This is an optimization exercise on Yosys and OpenROAD, whose aim is small area and a short achievable clock period, not a production implementation. The RTL was checked by simulation tests, not by an equivalence proof against the original design.

Setup of build 76:
// cal_abs_angle
module cal_abs_angle(
    input           clk     ,
    input [7:0]     real_i  ,
    input [7:0]     imag_i  ,
    input           val_i   ,
    output [7:0]    abs_o   ,
    output [15:0]   angle_o ,
    output          val_o
    );
Size in the first run: roughly 1800 cells after synthesis, roughly 43 I/O pins, roughly 13000 sq um of cells after synthesis.
export LEC_CHECK = 0
export CAP_MARGIN = 20
export CORE_MARGIN = 2
export CORE_UTILIZATION = 55
export CTS_BUF_LIST = sky130_fd_sc_hd__clkbuf_8
export SLEW_MARGIN = 20
export SYNTH_MEMORY_MAX_BITS = 262144
create_clock -name core_clock -period 28.0 [get_ports {clk}]
standard.sh (not shown) runs the stock make flow with config.mk's settings and CLKGATE_MAP_FILE= SYNTH_SCRIPT=/design/flow/synth_recipe.tcl, a recipe that flattens the netlist after the stock synthesis.
==> flow/flow/run.sh <==
#!/bin/bash
# Own layout flow: the standard flow (standard.sh) with two changes:
#  - synthesis is synth_recipe.tcl's, but ABC maps the logic with the
#    area-oriented flow/abc_area.script instead of ORFS's speed script
#    (same registers: ABC only maps the combinational logic), and without
#    the extraction of adder cells before ABC;
#  - the port buffers that buffer_ports inserts are sky130_fd_sc_hd__buf_2.
# Each step's output goes to a log file of its own in the work folder.
set -euo pipefail
W=$PWD
export OWN_ABC_SCRIPT=$W/flow/abc_area.script
sed "s#SYNTH_SCRIPT=[^ ]*#SYNTH_SCRIPT=$W/flow/synth.tcl#" standard.sh > "$W/own_synth.sh"
bash "$W/own_synth.sh" synth > "$W/flow_synth.log" 2>&1
export BUFFER_PORTS_ARGS="-buffer_cell sky130_fd_sc_hd__buf_2"
bash standard.sh > "$W/flow_layout.log" 2>&1
==> flow/flow/abc_area.script <==
strash
&get -n
&dch -f
&nf -R 1000
&put
topo
stime -c
==> flow/flow/synth.tcl <==
# synth_recipe.tcl (the standard synthesis), except that ABC maps the logic with
# flow/abc_area.script instead of ORFS's speed script, and that adders are not
# first extracted into half/full-adder cells (ABC maps that logic with the rest).
# Neither touches the registers, which come from the same passes as in the
# standard synthesis.
proc synth {args} { yosys synth -nofsm -noshare {*}$args }
proc abc {args} {
  set i [lsearch -exact $args -script]
  if {$i >= 0} { lset args [expr {$i + 1}] $::env(OWN_ABC_SCRIPT) }
  yosys abc {*}$args
}
proc extract_fa {args} { puts "extract_fa skipped by the own flow" }
source $::env(SCRIPTS_DIR)/synth.tcl
# left out here: clear keep_hierarchy, flatten, clean up, hide names made inside functions, write 1_2_yosys.v
Per the final summary, build 76 finished and its layout is clean on timing, DRC and antenna.
For build 58, these inputs were changed with respect to build 76:
- CORE_UTILIZATION changed from 55 to 40
- CTS_BUF_LIST removed (was sky130_fd_sc_hd__clkbuf_8)
## What came out
Relative to build 76, worst hold slack increased by 0.011 ns in build 58.
Delta (build 58 minus build 76): effective utilization at floorplan shrank by 15 points, overall routed net length increased by 6.1% relative to the old numbers, setup slack now sits higher, vertical extent of the die saw an increase.
Comparing build 76 with build 58, the register cell area after layout came out essentially unchanged.
The count of buffers added by post-CTS timing repair for setup on build 76 is in line with that on build 58.
### build 58 -> build 92
- CTS_BUF_LIST now sky130_fd_sc_hd__clkbuf_8, previously not set
diff --git a/flow/flow/run.sh b/flow/flow/run.sh
--- a/flow/flow/run.sh
+++ b/flow/flow/run.sh
@@ -4,4 +4,4 @@
 #    area-oriented flow/abc_area.script instead of ORFS's speed script
-#    (same registers: ABC only maps the combinational logic), and without
-#    the extraction of adder cells before ABC;
+#    (same registers: ABC only maps the combinational logic), and with full
+#    adder cells extracted only in the sum-of-squares tree (flow/synth.tcl);
 #  - the port buffers that buffer_ports inserts are sky130_fd_sc_hd__buf_2.
==> flow/flow/synth.tcl <==
# synth_recipe.tcl (the standard synthesis), except that ABC maps the logic with
# flow/abc_area.script instead of ORFS's speed script, and that half/full-adder
# cells are extracted only as full adders and only in the logic that feeds the
# sum-of-squares registers s3 (the carry-save tree); ABC maps the rest.
# Neither touches the registers, which come from the same passes as in the
# standard synthesis.
proc synth {args} { yosys synth -nofsm -noshare {*}$args }
proc abc {args} {
  set i [lsearch -exact $args -script]
  if {$i >= 0} { lset args [expr {$i + 1}] $::env(OWN_ABC_SCRIPT) }
  yosys abc {*}$args
}
proc extract_fa {args} { yosys extract_fa -fa {*}$args c:s3* %ci* }
source $::env(SCRIPTS_DIR)/synth.tcl
# left out here: clear keep_hierarchy, flatten, clean up, hide names made inside functions, write 1_2_yosys.v
## What came out
- Going from build 58 to build 92, worst hold slack went up; final critical-path share of the clock period went up; fraction of synthesized cell area in xor and xnor cells went down.
- Re peak clock frequency supported by timing: build 92 is 1.0% down on build 58.
Modified inputs, build 31 compared to build 92
diff --git a/flow/flow/run.sh b/flow/flow/run.sh
--- a/flow/flow/run.sh
+++ b/flow/flow/run.sh
@@ -4,4 +4,4 @@
 #    area-oriented flow/abc_area.script instead of ORFS's speed script
-#    (same registers: ABC only maps the combinational logic), and with full
-#    adder cells extracted only in the sum-of-squares tree (flow/synth.tcl);
+#    (same registers: ABC only maps the combinational logic), and without
+#    the extraction of adder cells before ABC;
 #  - the port buffers that buffer_ports inserts are sky130_fd_sc_hd__buf_2.
==> flow/flow/synth.tcl <==
# synth_recipe.tcl (the standard synthesis), except that ABC maps the logic with
# flow/abc_area.script instead of ORFS's speed script, and that adders are not
# first extracted into half/full-adder cells (ABC maps that logic with the rest).
# Neither touches the registers, which come from the same passes as in the
# standard synthesis.
proc synth {args} { yosys synth -nofsm -noshare {*}$args }
proc abc {args} {
  set i [lsearch -exact $args -script]
  if {$i >= 0} { lset args [expr {$i + 1}] $::env(OWN_ABC_SCRIPT) }
  yosys abc {*}$args
}
proc extract_fa {args} { puts "extract_fa skipped by the own flow" }
source $::env(SCRIPTS_DIR)/synth.tcl
# left out here: clear keep_hierarchy, flatten, clean up, hide names made inside functions, write 1_2_yosys.v
Findings:
Build 31 does better than build 92 on setup slack.
Diff build 92 -> build 31 | synthesized cell count | up by a few percent
Measured against each other, build 92 and build 31 differ in routed length per instance, the higher figure coming from build 92.
Re number of vias in the routed layout: build 92 and build 31 aren't equal, and the higher value belongs to build 31.

* * *

Another version of the RTL of cal_abs_angle (not shown whole).
Size: about 1800 cells after synthesis, about 180 flip-flops, roughly 43 I/O pins, about 14000 um2 of cells after synthesis.
export LEC_CHECK = 0
export CAP_MARGIN = 20
export CORE_MARGIN = 2
export CORE_UTILIZATION = 40
export SLEW_MARGIN = 20
export SYNTH_MEMORY_MAX_BITS = 262144
create_clock -name core_clock -period 28.0 [get_ports {clk}]
==> flow/flow/run.sh <==
#!/bin/bash
# Own layout flow: the standard flow (standard.sh) with two changes:
#  - synthesis is synth_recipe.tcl's, but ABC maps the logic with the
#    area-oriented flow/abc_area.script instead of ORFS's speed script
#    (same registers: ABC only maps the combinational logic);
#  - the port buffers that buffer_ports inserts are sky130_fd_sc_hd__buf_2.
# Each step's output goes to a log file of its own in the work folder.
set -euo pipefail
W=$PWD
export OWN_ABC_SCRIPT=$W/flow/abc_area.script
sed "s#SYNTH_SCRIPT=[^ ]*#SYNTH_SCRIPT=$W/flow/synth.tcl#" standard.sh > "$W/own_synth.sh"
bash "$W/own_synth.sh" synth > "$W/flow_synth.log" 2>&1
export BUFFER_PORTS_ARGS="-buffer_cell sky130_fd_sc_hd__buf_2"
bash standard.sh > "$W/flow_layout.log" 2>&1
==> flow/flow/synth.tcl <==
# synth_recipe.tcl (the standard synthesis), except that ABC maps the logic with
# flow/abc_area.script instead of ORFS's speed script.
proc synth {args} { yosys synth -nofsm -noshare {*}$args }
proc abc {args} {
  set i [lsearch -exact $args -script]
  if {$i >= 0} { lset args [expr {$i + 1}] $::env(OWN_ABC_SCRIPT) }
  yosys abc {*}$args
}
source $::env(SCRIPTS_DIR)/synth.tcl
# left out here: clear keep_hierarchy, flatten, clean up, hide names made inside functions, write 1_2_yosys.v
Scripts as last shown in full above: flow/flow/abc_area.script
Rerun with:
==> flow/run.sh (new file) <==
#!/bin/bash
# synth_recipe.tcl (not shown) runs the flow's synth.tcl, then flattens the netlist and writes it again
# the make line also repeats each setting of config.mk as NAME=value (left out here)
make -C /OpenROAD-flow-scripts/flow DESIGN_CONFIG=/design/flow/config.mk WORK_HOME=/design/flow/orfs CLKGATE_MAP_FILE= SYNTH_SCRIPT=/design/flow/synth_recipe.tcl finish
removed: flow/flow/run.sh
removed: flow/flow/abc_area.script
removed: flow/flow/synth.tcl
removed: flow/standard.sh
Count of clock-buffer cells in the layout rose by 1. Die area rose by 12%. Sequential share of layout area fell by 1.9 points. Wire length rose by about 9%. Final area rose by 8.6%. Maximum frequency fell by 6.1%. Utilization fell by 1.5 points. Synthesized area rose by 12%.

* * *

Setup of run 1:
cal_abs_angle, a different RTL version from the one above (not shown whole).
Size in the first run: about 1600 cells after synthesis, about 170 flip-flops.
Settings: LEC_CHECK=0, CAP_MARGIN=20, CORE_MARGIN=2, CORE_UTILIZATION=50, CTS_CLUSTER_SIZE=30, SLEW_MARGIN=20, SYNTH_MEMORY_MAX_BITS=262144; clock period 28.0 ns.
==> flow/flow/run.sh <==
#!/bin/bash
# Own layout flow: the standard flow (standard.sh) with two changes:
#  - synthesis is synth_recipe.tcl's, but ABC maps the logic with the
#    area-oriented flow/abc_area.script instead of ORFS's speed script
#    (same registers: ABC only maps the combinational logic), and with full
#    adder cells extracted only in the sum-of-squares tree (flow/synth.tcl);
#  - the port buffers that buffer_ports inserts are sky130_fd_sc_hd__buf_2.
# Each step's output goes to a log file of its own in the work folder.
set -euo pipefail
W=$PWD
export OWN_ABC_SCRIPT=$W/flow/abc_area.script
sed "s#SYNTH_SCRIPT=[^ ]*#SYNTH_SCRIPT=$W/flow/synth.tcl#" standard.sh > "$W/own_synth.sh"
bash "$W/own_synth.sh" synth > "$W/flow_synth.log" 2>&1
export BUFFER_PORTS_ARGS="-buffer_cell sky130_fd_sc_hd__buf_2"
bash standard.sh > "$W/flow_layout.log" 2>&1
==> flow/flow/abc_area.script <==
strash
&get -n
&dch -f
&nf -R 1000
&put
topo
stime -c
==> flow/flow/synth.tcl <==
# synth_recipe.tcl (the standard synthesis), except that ABC maps the logic with
# flow/abc_area.script instead of ORFS's speed script, and that half/full-adder
# cells are extracted only as full adders and only in the logic that feeds the
# sum-of-squares registers s4 (the carry-save tree); ABC maps the rest.
# Neither touches the registers, which come from the same passes as in the
# standard synthesis.
proc synth {args} { yosys synth -nofsm -noshare {*}$args }
proc abc {args} {
  set i [lsearch -exact $args -script]
  if {$i >= 0} { lset args [expr {$i + 1}] $::env(OWN_ABC_SCRIPT) }
  yosys abc {*}$args
}
proc extract_fa {args} { yosys extract_fa -fa {*}$args c:s4* %ci* }
source $::env(SCRIPTS_DIR)/synth.tcl
# left out here: clear keep_hierarchy, flatten, clean up, hide names made inside functions, write 1_2_yosys.v
Relative to run 1, the following input files were edited for run 2:
- CORE_UTILIZATION now 40, was 50
- CTS_CLUSTER_SIZE no longer set, was 30
==> summary.txt <==
Run 2 ended with less total routing usage reported by global routing than run 1. On number of global-route vias before repair: between run 2 and run 1, it ends up higher for run 2. Run 2 vs run 1 — die span in y climbed by more than 10%.
Input changes introduced in run 3 (baseline for comparison: run 2):
- CTS_BUF_LIST: unset -> sky130_fd_sc_hd__clkbuf_8
- CORE_UTILIZATION: 40 -> 50
==> summary.txt <==
Timing, DRC, antenna: 0 failures across run 3 and run 2
Comparing run 3 and run 2, the lower worst setup slack is on run 3.
Compared with run 2, run 3 shows a higher sequential share of layout area.
What run 2 reported for routed wire length has to be multiplied by 0.939 to get the figure for run 3.
Edits applied to the flow inputs when going from run 3 to run 4:
- CORE_UTILIZATION now 40, was 50
### Flow results
Run 4 and run 3 all finish clean.
Run 4 gives less first-iteration DRC count than run 3 did.
Against run 3, pin count of the biggest net entering global routing in run 4 rose slightly.
Delta (run 4 minus run 3): relative area change from synthesis to final layout climbed 1.3 points, die area climbed 24%, sequential share of layout area dropped 0.30 points, post-route cell area climbed about 1.1%.
met2 capacity usage during global routing for run 4: 8.9 points down relative to run 3
The achievable frequency was comparable across run 4 and run 3.

==> what the ideal ports hide <==
How much do the figures lean on ideal ports? The routed layouts below were timed once more, with nothing changed but the port constraints. Step 1, drivers: a clkbuf_16 drives clk and a buf_2 each remaining input, both assumed. Step 2 times the ports against the registers' clock, not the clock port: input delays grow and output delays shrink by t, the midpoint of the rising clock arrivals with the driver on. Slacks: no drivers / after step 1 / after step 2; pairs: no drivers / after step 1.
run	t, ns	setup slack, ns	latest minus earliest clock arrival (ns)	pins driven straight from the clock port
build 76	0.502	21.471 / 21.423 / 21.925	0.035 / 0.034	1
build 58	0.492	21.523 / 21.468 / 21.961	0.009 / 0.009	1
build 92	0.540	21.456 / 21.410 / 21.949	0.022 / 0.021	1
build 31	0.526	21.474 / 21.424 / 21.950	0.014 / 0.014	1
the first run of note 2	0.502	21.519 / 21.468 / 21.859	0.022 / 0.023	1
the second run of note 2	0.491	21.099 / 21.046 / 21.538	0.020 / 0.021	1
run 1	0.480	21.534 / 21.485 / 21.687	0.025 / 0.025	1
run 2	0.485	21.532 / 21.480 / 21.965	0.021 / 0.021	1
run 3	0.508	21.486 / 21.437 / 21.757	0.030 / 0.029	1
run 4	0.510	21.486 / 21.438 / 21.948	0.026 / 0.027	1
After both steps setup and hold are still met in every run listed.
